This is an optimization exercise on Yosys and OpenROAD, whose aim is small area, a short achievable clock period and few clock cycles per item, not a production implementation.
For this run, only the layout was checked, not whether the RTL still works.
Power figures rest on the tool's default switching activity, not on a simulated workload.

**flow/design.v**
```verilog
module multiplier_1(
    input clk,
    input res_n,
    input start,
    output reg done,
    input [15:0] arg1,
    input [15:0] arg2,
    output reg [31:0] product
    );
    reg [1:0] cnt;             
    reg busy;                      
    reg [15:0] S, C;               
    reg [3:0] LS, LC;              
    reg [11:0] L;                  
    wire [15:0] b = arg2;          
    reg [3:0] xr;                 
    wire [3:0] x = busy ? xr : b[3:0];
    wire [4:0] lo = LS + LC;         
    wire [15:0] as = busy ? S : 16'd0;
    wire [15:0] ac = busy ? C : 16'd0;
    wire aci = busy & lo[4];
    wire [15:0] pp0 = x[0] ? arg1 : 16'd0;
    wire [15:0] pp1 = x[1] ? arg1 : 16'd0;
    wire [15:0] pp2 = x[2] ? arg1 : 16'd0;
    wire [15:0] pp3 = x[3] ? arg1 : 16'd0;
    wire s1;
    wire c2;
    wire s3;
    wire c4;
    wire s5;
    wire c6;
    wire s7;
    wire c8;
    wire s9;
    wire c10;
    wire s11;
    wire c12;
    wire s13;
    wire c14;
    wire s15;
    wire c16;
    wire s17;
    wire c18;
    wire s19;
    wire c20;
    wire s21;
    wire c22;
    wire s23;
    wire c24;
    wire s25;
    wire c26;
    wire s27;
    wire c28;
    wire s29;
    wire c30;
    wire s31;
    wire c32;
    wire s33;
    wire c34;
    wire s35;
    wire c36;
    wire s37;
    wire c38;
    wire s39;
    wire c40;
    wire s41;
    wire c42;
    wire s43;
    wire c44;
    wire s45;
    wire c46;
    wire s47;
    wire c48;
    wire s49;
    wire c50;
    wire s51;
    wire c52;
    wire s53;
    wire c54;
    wire s55;
    wire c56;
    wire s57;
    wire c58;
    wire s59;
    wire c60;
    wire s61;
    wire c62;
    wire s63;
    wire c64;
    wire s65;
    wire c66;
    wire s67;
    wire c68;
    wire s69;
    wire c70;
    wire s71;
    wire c72;
    wire s73;
    wire c74;
    wire s75;
    wire c76;
    wire s77;
    wire c78;
    wire s79;
    wire c80;
    wire s81;
    wire c82;
    wire s83;
    wire c84;
    wire s85;
    wire c86;
    wire s87;
    wire c88;
    wire s89;
    wire c90;
    wire s91;
    wire c92;
    wire s93;
    wire c94;
    wire s95;
    wire c96;
    wire s97;
    wire c98;
    wire s99;
    wire c100;
    wire s101;
    wire c102;
    wire s103;
    wire c104;
    wire s105;
    wire c106;
    wire s107;
    wire c108;
    wire s109;
    wire c110;
    wire s111;
    wire c112;
    wire s113;
    wire c114;
    wire s115;
    wire c116;
    wire s117;
    wire c118;
    wire s119;
    wire c120;
    wire s121;
    wire c122;
    wire s123;
    wire c124;
    wire s125;
    wire c126;
    wire s127;
    wire c128;
    wire s129;
    wire c130;
    assign {c2, s1} = as[2] + ac[2];
    assign {c4, s3} = as[3] + ac[3] + pp0[3];
    assign {c6, s5} = pp1[2] + pp2[1];
    assign {c8, s7} = as[4] + ac[4] + pp0[4];
    assign {c10, s9} = pp1[3] + pp2[2] + pp3[1];
    assign {c12, s11} = as[5] + ac[5] + pp0[5];
    assign {c14, s13} = pp1[4] + pp2[3] + pp3[2];
    assign {c16, s15} = as[6] + ac[6] + pp0[6];
    assign {c18, s17} = pp1[5] + pp2[4] + pp3[3];
    assign {c20, s19} = as[7] + ac[7] + pp0[7];
    assign {c22, s21} = pp1[6] + pp2[5] + pp3[4];
    assign {c24, s23} = as[8] + ac[8] + pp0[8];
    assign {c26, s25} = pp1[7] + pp2[6] + pp3[5];
    assign {c28, s27} = as[9] + ac[9] + pp0[9];
    assign {c30, s29} = pp1[8] + pp2[7] + pp3[6];
    assign {c32, s31} = as[10] + ac[10] + pp0[10];
    assign {c34, s33} = pp1[9] + pp2[8] + pp3[7];
    assign {c36, s35} = as[11] + ac[11] + pp0[11];
    assign {c38, s37} = pp1[10] + pp2[9] + pp3[8];
    assign {c40, s39} = as[12] + ac[12] + pp0[12];
    assign {c42, s41} = pp1[11] + pp2[10] + pp3[9];
    assign {c44, s43} = as[13] + ac[13] + pp0[13];
    assign {c46, s45} = pp1[12] + pp2[11] + pp3[10];
    assign {c48, s47} = as[14] + ac[14] + pp0[14];
    assign {c50, s49} = pp1[13] + pp2[12] + pp3[11];
    assign {c52, s51} = as[15] + ac[15] + pp0[15];
    assign {c54, s53} = pp1[14] + pp2[13] + pp3[12];
    assign {c56, s55} = pp1[15] + pp2[14];
    assign {c58, s57} = as[0] + ac[0];
    assign {c60, s59} = as[1] + ac[1] + pp0[1];
    assign {c62, s61} = s1 + pp0[2] + pp1[1];
    assign {c64, s63} = s3 + s5 + pp3[0];
    assign {c66, s65} = s7 + s9 + c4;
    assign {c68, s67} = s11 + s13 + c8;
    assign {c70, s69} = s15 + s17 + c12;
    assign {c72, s71} = s19 + s21 + c16;
    assign {c74, s73} = s23 + s25 + c20;
    assign {c76, s75} = s27 + s29 + c24;
    assign {c78, s77} = s31 + s33 + c28;
    assign {c80, s79} = s35 + s37 + c32;
    assign {c82, s81} = s39 + s41 + c36;
    assign {c84, s83} = s43 + s45 + c40;
    assign {c86, s85} = s47 + s49 + c44;
    assign {c88, s87} = s51 + s53 + c48;
    assign {c90, s89} = s55 + pp3[13] + c52;
    assign {c92, s91} = pp2[15] + pp3[14];
    assign {c94, s93} = s57 + aci;
    assign {c96, s95} = s59 + pp1[0] + c58;
    assign {c98, s97} = s61 + pp2[0] + c60;
    assign {c100, s99} = s63 + c2 + c62;
    assign {c102, s101} = s65 + c6 + c64;
    assign {c104, s103} = s67 + c10 + c66;
    assign {c106, s105} = s69 + c14 + c68;
    assign {c108, s107} = s71 + c18 + c70;
    assign {c110, s109} = s73 + c22 + c72;
    assign {c112, s111} = s75 + c26 + c74;
    assign {c114, s113} = s77 + c30 + c76;
    assign {c116, s115} = s79 + c34 + c78;
    assign {c118, s117} = s81 + c38 + c80;
    assign {c120, s119} = s83 + c42 + c82;
    assign {c122, s121} = s85 + c46 + c84;
    assign {c124, s123} = s87 + c50 + c86;
    assign {c126, s125} = s89 + c54 + c88;
    assign {c128, s127} = s91 + c56 + c90;
    assign {c130, s129} = pp3[15] + c92;
    wire [19:0] ra = {c130, s129, s127, s125, s123, s121, s119, s117, s115, s113, s111, s109, s107, s105, s103, s101, s99, s97, s95, s93};
    wire [19:0] rb = {1'b0, c128, c126, c124, c122, c120, c118, c116, c114, c112, c110, c108, c106, c104, c102, c100, c98, c96, c94, pp0[0]};
    wire [19:0] ha = {S, LS}, hb = {C, LC};
    wire [19:0] hp = ha ^ hb, hg0 = ha & hb;
    wire [19:0] kg0 = hg0, kp0 = hp;
    wire [19:0] kg1 = {kg0[19] | (kp0[19] & kg0[18]), kg0[18] | (kp0[18] & kg0[17]), kg0[17] | (kp0[17] & kg0[16]), kg0[16] | (kp0[16] & kg0[15]), kg0[15] | (kp0[15] & kg0[14]), kg0[14] | (kp0[14] & kg0[13]), kg0[13] | (kp0[13] & kg0[12]), kg0[12] | (kp0[12] & kg0[11]), kg0[11] | (kp0[11] & kg0[10]), kg0[10] | (kp0[10] & kg0[9]), kg0[9] | (kp0[9] & kg0[8]), kg0[8] | (kp0[8] & kg0[7]), kg0[7] | (kp0[7] & kg0[6]), kg0[6] | (kp0[6] & kg0[5]), kg0[5] | (kp0[5] & kg0[4]), kg0[4] | (kp0[4] & kg0[3]), kg0[3] | (kp0[3] & kg0[2]), kg0[2] | (kp0[2] & kg0[1]), kg0[1] | (kp0[1] & kg0[0]), kg0[0]};
    wire [19:0] kp1 = {kp0[19] & kp0[18], kp0[18] & kp0[17], kp0[17] & kp0[16], kp0[16] & kp0[15], kp0[15] & kp0[14], kp0[14] & kp0[13], kp0[13] & kp0[12], kp0[12] & kp0[11], kp0[11] & kp0[10], kp0[10] & kp0[9], kp0[9] & kp0[8], kp0[8] & kp0[7], kp0[7] & kp0[6], kp0[6] & kp0[5], kp0[5] & kp0[4], kp0[4] & kp0[3], kp0[3] & kp0[2], kp0[2] & kp0[1], kp0[1] & kp0[0], kp0[0]};
    wire [19:0] kg2 = {kg1[19] | (kp1[19] & kg1[17]), kg1[18] | (kp1[18] & kg1[16]), kg1[17] | (kp1[17] & kg1[15]), kg1[16] | (kp1[16] & kg1[14]), kg1[15] | (kp1[15] & kg1[13]), kg1[14] | (kp1[14] & kg1[12]), kg1[13] | (kp1[13] & kg1[11]), kg1[12] | (kp1[12] & kg1[10]), kg1[11] | (kp1[11] & kg1[9]), kg1[10] | (kp1[10] & kg1[8]), kg1[9] | (kp1[9] & kg1[7]), kg1[8] | (kp1[8] & kg1[6]), kg1[7] | (kp1[7] & kg1[5]), kg1[6] | (kp1[6] & kg1[4]), kg1[5] | (kp1[5] & kg1[3]), kg1[4] | (kp1[4] & kg1[2]), kg1[3] | (kp1[3] & kg1[1]), kg1[2] | (kp1[2] & kg1[0]), kg1[1], kg1[0]};
    wire [19:0] kp2 = {kp1[19] & kp1[17], kp1[18] & kp1[16], kp1[17] & kp1[15], kp1[16] & kp1[14], kp1[15] & kp1[13], kp1[14] & kp1[12], kp1[13] & kp1[11], kp1[12] & kp1[10], kp1[11] & kp1[9], kp1[10] & kp1[8], kp1[9] & kp1[7], kp1[8] & kp1[6], kp1[7] & kp1[5], kp1[6] & kp1[4], kp1[5] & kp1[3], kp1[4] & kp1[2], kp1[3] & kp1[1], kp1[2] & kp1[0], kp1[1], kp1[0]};
    wire [19:0] kg3 = {kg2[19] | (kp2[19] & kg2[15]), kg2[18] | (kp2[18] & kg2[14]), kg2[17] | (kp2[17] & kg2[13]), kg2[16] | (kp2[16] & kg2[12]), kg2[15] | (kp2[15] & kg2[11]), kg2[14] | (kp2[14] & kg2[10]), kg2[13] | (kp2[13] & kg2[9]), kg2[12] | (kp2[12] & kg2[8]), kg2[11] | (kp2[11] & kg2[7]), kg2[10] | (kp2[10] & kg2[6]), kg2[9] | (kp2[9] & kg2[5]), kg2[8] | (kp2[8] & kg2[4]), kg2[7] | (kp2[7] & kg2[3]), kg2[6] | (kp2[6] & kg2[2]), kg2[5] | (kp2[5] & kg2[1]), kg2[4] | (kp2[4] & kg2[0]), kg2[3], kg2[2], kg2[1], kg2[0]};
    wire [19:0] kp3 = {kp2[19] & kp2[15], kp2[18] & kp2[14], kp2[17] & kp2[13], kp2[16] & kp2[12], kp2[15] & kp2[11], kp2[14] & kp2[10], kp2[13] & kp2[9], kp2[12] & kp2[8], kp2[11] & kp2[7], kp2[10] & kp2[6], kp2[9] & kp2[5], kp2[8] & kp2[4], kp2[7] & kp2[3], kp2[6] & kp2[2], kp2[5] & kp2[1], kp2[4] & kp2[0], kp2[3], kp2[2], kp2[1], kp2[0]};
    wire [19:0] kg4 = {kg3[19] | (kp3[19] & kg3[11]), kg3[18] | (kp3[18] & kg3[10]), kg3[17] | (kp3[17] & kg3[9]), kg3[16] | (kp3[16] & kg3[8]), kg3[15] | (kp3[15] & kg3[7]), kg3[14] | (kp3[14] & kg3[6]), kg3[13] | (kp3[13] & kg3[5]), kg3[12] | (kp3[12] & kg3[4]), kg3[11] | (kp3[11] & kg3[3]), kg3[10] | (kp3[10] & kg3[2]), kg3[9] | (kp3[9] & kg3[1]), kg3[8] | (kp3[8] & kg3[0]), kg3[7], kg3[6], kg3[5], kg3[4], kg3[3], kg3[2], kg3[1], kg3[0]};
    wire [19:0] kp4 = {kp3[19] & kp3[11], kp3[18] & kp3[10], kp3[17] & kp3[9], kp3[16] & kp3[8], kp3[15] & kp3[7], kp3[14] & kp3[6], kp3[13] & kp3[5], kp3[12] & kp3[4], kp3[11] & kp3[3], kp3[10] & kp3[2], kp3[9] & kp3[1], kp3[8] & kp3[0], kp3[7], kp3[6], kp3[5], kp3[4], kp3[3], kp3[2], kp3[1], kp3[0]};
    wire [19:0] kg5 = {kg4[19] | (kp4[19] & kg4[3]), kg4[18] | (kp4[18] & kg4[2]), kg4[17] | (kp4[17] & kg4[1]), kg4[16] | (kp4[16] & kg4[0]), kg4[15], kg4[14], kg4[13], kg4[12], kg4[11], kg4[10], kg4[9], kg4[8], kg4[7], kg4[6], kg4[5], kg4[4], kg4[3], kg4[2], kg4[1], kg4[0]};
    wire [19:0] kp5 = {kp4[19] & kp4[3], kp4[18] & kp4[2], kp4[17] & kp4[1], kp4[16] & kp4[0], kp4[15], kp4[14], kp4[13], kp4[12], kp4[11], kp4[10], kp4[9], kp4[8], kp4[7], kp4[6], kp4[5], kp4[4], kp4[3], kp4[2], kp4[1], kp4[0]};
    wire [19:0] hi = hp ^ {kg5[18:0], 1'b0};
    always @(*) product = {hi[19:0], L};
    always @(posedge clk) begin
        if (!res_n) begin
            done <= 1'b0;
            busy <= 1'b0;
            cnt <= 0;
        end else if (!done && (busy || start)) begin
            cnt <= (cnt == 3) ? 0 : cnt + 1'b1;
            busy <= (cnt != 3);
            if (cnt == 3) done <= 1'b1;
        end
        if (!done) begin
            S <= ra[19:4];
            C <= rb[19:4];
            LS <= ra[3:0];
            LC <= rb[3:0];
            L <= {lo[3:0], L[11:4]};
        end
        case (cnt)
            0: xr <= b[7:4];
            1: xr <= b[11:8];
            default: xr <= b[15:12];
        endcase
    end
endmodule
```
**flow/flow/run.sh**
```bash
#!/bin/bash
# The standard layout, with every port buffered by a small buffer
# (sky130_fd_sc_hd__buf_1) instead of the default choice.
set -euo pipefail
bash standard.sh BUFFER_PORTS_ARGS="-buffer_cell sky130_fd_sc_hd__buf_1" > standard.log 2>&1
```
**flow/standard.sh**
```bash
#!/bin/bash
# synth_recipe.tcl (not shown) runs the flow's synth.tcl, then flattens the netlist and writes it again
# the make line also repeats each setting of config.mk as NAME=value (left out here)
make -C /OpenROAD-flow-scripts/flow DESIGN_CONFIG=/design/flow/config.mk WORK_HOME=/design/flow/orfs CLKGATE_MAP_FILE= SYNTH_SCRIPT=/design/flow/synth_recipe.tcl "${@:-finish}"
```
**flow/config.mk**
```make
export PLATFORM = sky130hd
export DESIGN_NAME = multiplier_1
export DESIGN_NICKNAME = multiplier_1
export VERILOG_FILES = /design/flow/design.v
export SDC_FILE = /design/flow/constraint.sdc
export NUM_CORES = 4
export LEC_CHECK = 0
export CAP_MARGIN = 20
export CORE_MARGIN = 2
export CORE_UTILIZATION = 40
export PLACE_DENSITY = 0.6
export SETUP_SLACK_MARGIN = 1.6
export SLEW_MARGIN = 20
```
**flow/constraint.sdc**
```tcl
create_clock -name core_clock -period 5.0 [get_ports {clk}]
set_input_delay 1.0000 -clock core_clock [delete_from_list [all_inputs] [get_ports {clk}]]
set_output_delay 1.0000 -clock core_clock [all_outputs]
set_load 0.01 [all_outputs]
```
==> flow_metrics.tcl <==
set metrics [dict create \
    final_antenna_net_count 0 \
    overflow 0 \
    worstPathRequired_ps 4000 \
    seq_area_frac_synth_pct 35.1 \
    start_util_pct 40.5 \
    multiInputGateArea_um2 3060 \
    rr_worst_depth 7 \
    hold_depth 0 \
    cts_tree "yes" \
    crit_path_end_kind "primary output" \
    pwr-share-comb_pct 56.5 \
    synth_edf_count 51 \
    cts_num_sinks 59 \
    syn_avg_cell_area_um2 10.9 \
    yosysWarnings 1 \
    fillers 1108 \
    slew_violations 0 \
    die_w_um 114 \
    grt_pass1_wl_um 17900 \
    cp_slowest_cell "or4_1" \
    synth_flop_cell "edfxtp_1" \
    via_count 3394 \
    p_leak_nw 2.62 \
    cap_violations 0 \
    ys_async_sr_fraction_pct 0 \
    clkTransAtPathRegs_ps 60 \
    synth_area_leaders "edfxtp_1 (32%), fa_1 (24%), ha_1 (7.8%)" \
    cts_buffers 9 \
    finalSetupTns_ps 0 \
    detail_route.first_pass.iterations 4 \
    crit_type "reg -> out" \
    dpl_cell_area_um2 5210 \
    critPathLaunchType "flop" \
    busiest_layer "met2" \
    period_needed_ps 3680 \
    hold_buffers 0 \
    p_sw_share_pct 42.6 \
    nets 642 \
    routed_wl_um 10600 \
    final_common_cell "nand2_1" \
    crit_arrival_ps 2680 \
    antenna_found_initial 0 \
    ys_ff_latch 59 \
    rows 40 \
    grt_max_degree 56 \
    gp_congestion 0.782 \
    drc 0 \
    rsz0062_at_grt "yes" \
    clock_latency_ps 340 \
    clock_skew_ps 9.24 \
    seq_power_share_pct 26.1 \
    setup_viol 0 \
    path_depth 9 \
    synth_top_cell_area_share_pct 31.8 \
    grt_pass1_vias 3633 \
    h-tree-depth 3 \
    synth_area_um2 4820 \
    worst-path-max-fanout 3 \
    critical_path.top_delay_family "compound AO/OA/AOI/OAI gates" \
    dpl.cell_count 647 \
    coreArea_um2 11900 \
    synth_compound_area_share_pct 8.38 \
    met3_usage_pct 5.90 \
    syn_inst 444 \
    p_int_mw 2.11 \
    yosysTopAreaCell "edfxtp_1" \
    p_per_area_nw_per_um2 638 \
    yosys.area_share.adder_pct 31.9 \
    max_freq_mhz 272 \
    fin_util_pct 48.4 \
    clock_tree.root_cell "clkbuf_16" \
    final_cell_area_um2 5760 \
    yosys.area_share.simple_pct 15.3 \
    report.final.hold_viol_count 0 \
    syn_nets 567 \
    cp_num_buf_inv 1 \
    period_share_pct 73.5 \
    num_io_pins 68 \
    instances_no_fill 671 \
    outcome "no timing/DRC/antenna violations" \
    area_growth_pct 19.5 \
    drt_iter0_drc 172 \
    antenna_cells 0 \
    synthMuxAreaShare_pct 1.14 \
    synthXorXnorAreaFrac_pct 3.09 \
    p_sw_mw 1.57 \
    cts_buffer_depth 2 \
    ys_types 45 \
    die-area_um2 12900 \
    relSlewSlack_pct 52.7 \
    via_per_inst 5.06 \
    power.share.clock_pct 17.4 \
    crit_path_max_incr_delay_ps 380 \
    wire_per_inst_um 15.7 \
    hold_path_class "reg -> reg" \
    gr-usage-met2_pct 29.3 \
    io_buffer_count 67 \
    dp_hpwl_um 8040 \
    ir_worst_vdd_uv 166 \
    seqCellArea_um2 1690 \
    drive_gt1_share_pct 13.2 \
    gr-usage-all-layers_pct 18.0 \
    use_met1_pct 23.3 \
    synth_top_family_by_area "adder cells" \
    tightest_slew_ps 710 \
    dieHeight_um 114 \
    crit_chain "ha_2 -> fa_2 -> a21o_1 -> a31oi_4 -> nor2_1 -> o221a_2 -> or4_1 -> and3_1 -> buf_2" \
    layout_common_cells "nand2_1 (73), buf_1 (58), fa_1 (57), edfxtp_1 (51), inv_1 (48)" \
]
-- through the flow --
step / power [mW] / hold slack, ps / setup WS (ps)
final: 3.68 / 449 / 1320
after global routing: 4.01 / 461 / 1200
after floorplan: 2.28 / 490 / 1660
after CTS: 3.61 / 453 / 1280
after global placement: 2.75 / 428 / 1390
after detailed placement: 2.81 / 438 / 1370
-- power by group through the flow --
stage | logic (mW) | clock network (mW) | registers, mW
4_1_cts | 2.00 | 0.661 | 0.953
3_5_place_dp | 1.85 | 0 | 0.952
6_report | 2.08 | 0.641 | 0.959
5_1_grt | 2.34 | 0.681 | 0.988
2_1_floorplan | 1.36 | 0 | 0.925
3_3_place_gp | 1.81 | 0 | 0.940
-- synthesized netlist by cell type (all sizes together) (7+ instances only) --
cell    count
a21o        9
nor2       10
a21oi      21
xor2        7
inv        49
xnor2      10
edfxtp     51
o21ai       8
fa         58
nand3       7
clkbuf     10
and2       42
nand2      73
dfxtp       8
ha         30
-- kinds of logic after synthesis --
group           after synthesis
compound gates               61
xor+xnor                     17
fa+ha+maj                    88
buf+inv                      62
flops                        59
mux                           5
simple gates                152
-- final timing paths --
kind              slack, ps              start               to
hold / removal          450     L[4]$_DFFE_PN_   L[0]$_DFFE_PN_
hold reg to reg         450     L[4]$_DFFE_PN_   L[0]$_DFFE_PN_
setup / recovery       1320    LS[0]$_DFFE_PN_      product[30]
setup reg to reg       1810  busy$_SDFFE_PN0P_  LS[3]$_DFFE_PN_
-- area by class of cell --
| type | instances | share of cell area (%) |
|---|---|---|
| clock buffers | 9 | 3.91 |
| clock inverters | 7 | 1.41 |
| inverters | 49 | 3.19 |
| multi-input cells | 323 | 53.1 |
| flip-flops and latches | 59 | 29.3 |
| well taps | 147 | 3.19 |
| repair buffers | 77 | 5.86 |
-- flip-flops by register name, summed over array words and instances, names as in the netlist --
name and count:
LC 4, done 1, C 15, xr 4, busy 1, cnt 2
LS 4, S 16, L 12
-- what timing repair did --
action                     4_1_cts  5_1_grt
buffers inserted                 6        2
gates cloned                     0        0
setup endpoints to repair       10       12
gates resized for setup         22       17
pin swaps                       16       14
-- per-layer routing --
metal	wire, µm	up-vias	share of wire, %
met1	4620	1650	44
li1	-	1633	-
met5	0	-	0
met2	5110	99	48
met4	125	0	1.2
met3	706	12	6.7

-- what the ideal ports hide --
The results above use ideal ports. As a check the final layout listed here was re-extracted and re-timed, cells and wires unchanged.
Step 1: set_driving_cell puts a clkbuf_16 on clk and a buf_2 on each other input, an assumption about the parent block.
Step 2 adds t to the input delays and takes it off the output delays; t is the mean of the earliest and latest rising clock arrival at the registers after step 1. Input paths then give back, and output paths get back, about the clock's delay inside the block.
Three values: ideal, step 1, step 2; two values: the first two.
t, ns: 0.373
setup slack, ns: 1.324 / 1.287 / 1.496
slew at the worst register clock pin (ns): 0.06 / 0.06
After both steps this run still meets setup and hold. The setup slack of this run moves by -0.037 ns with the drivers and by +0.172 ns with both steps.
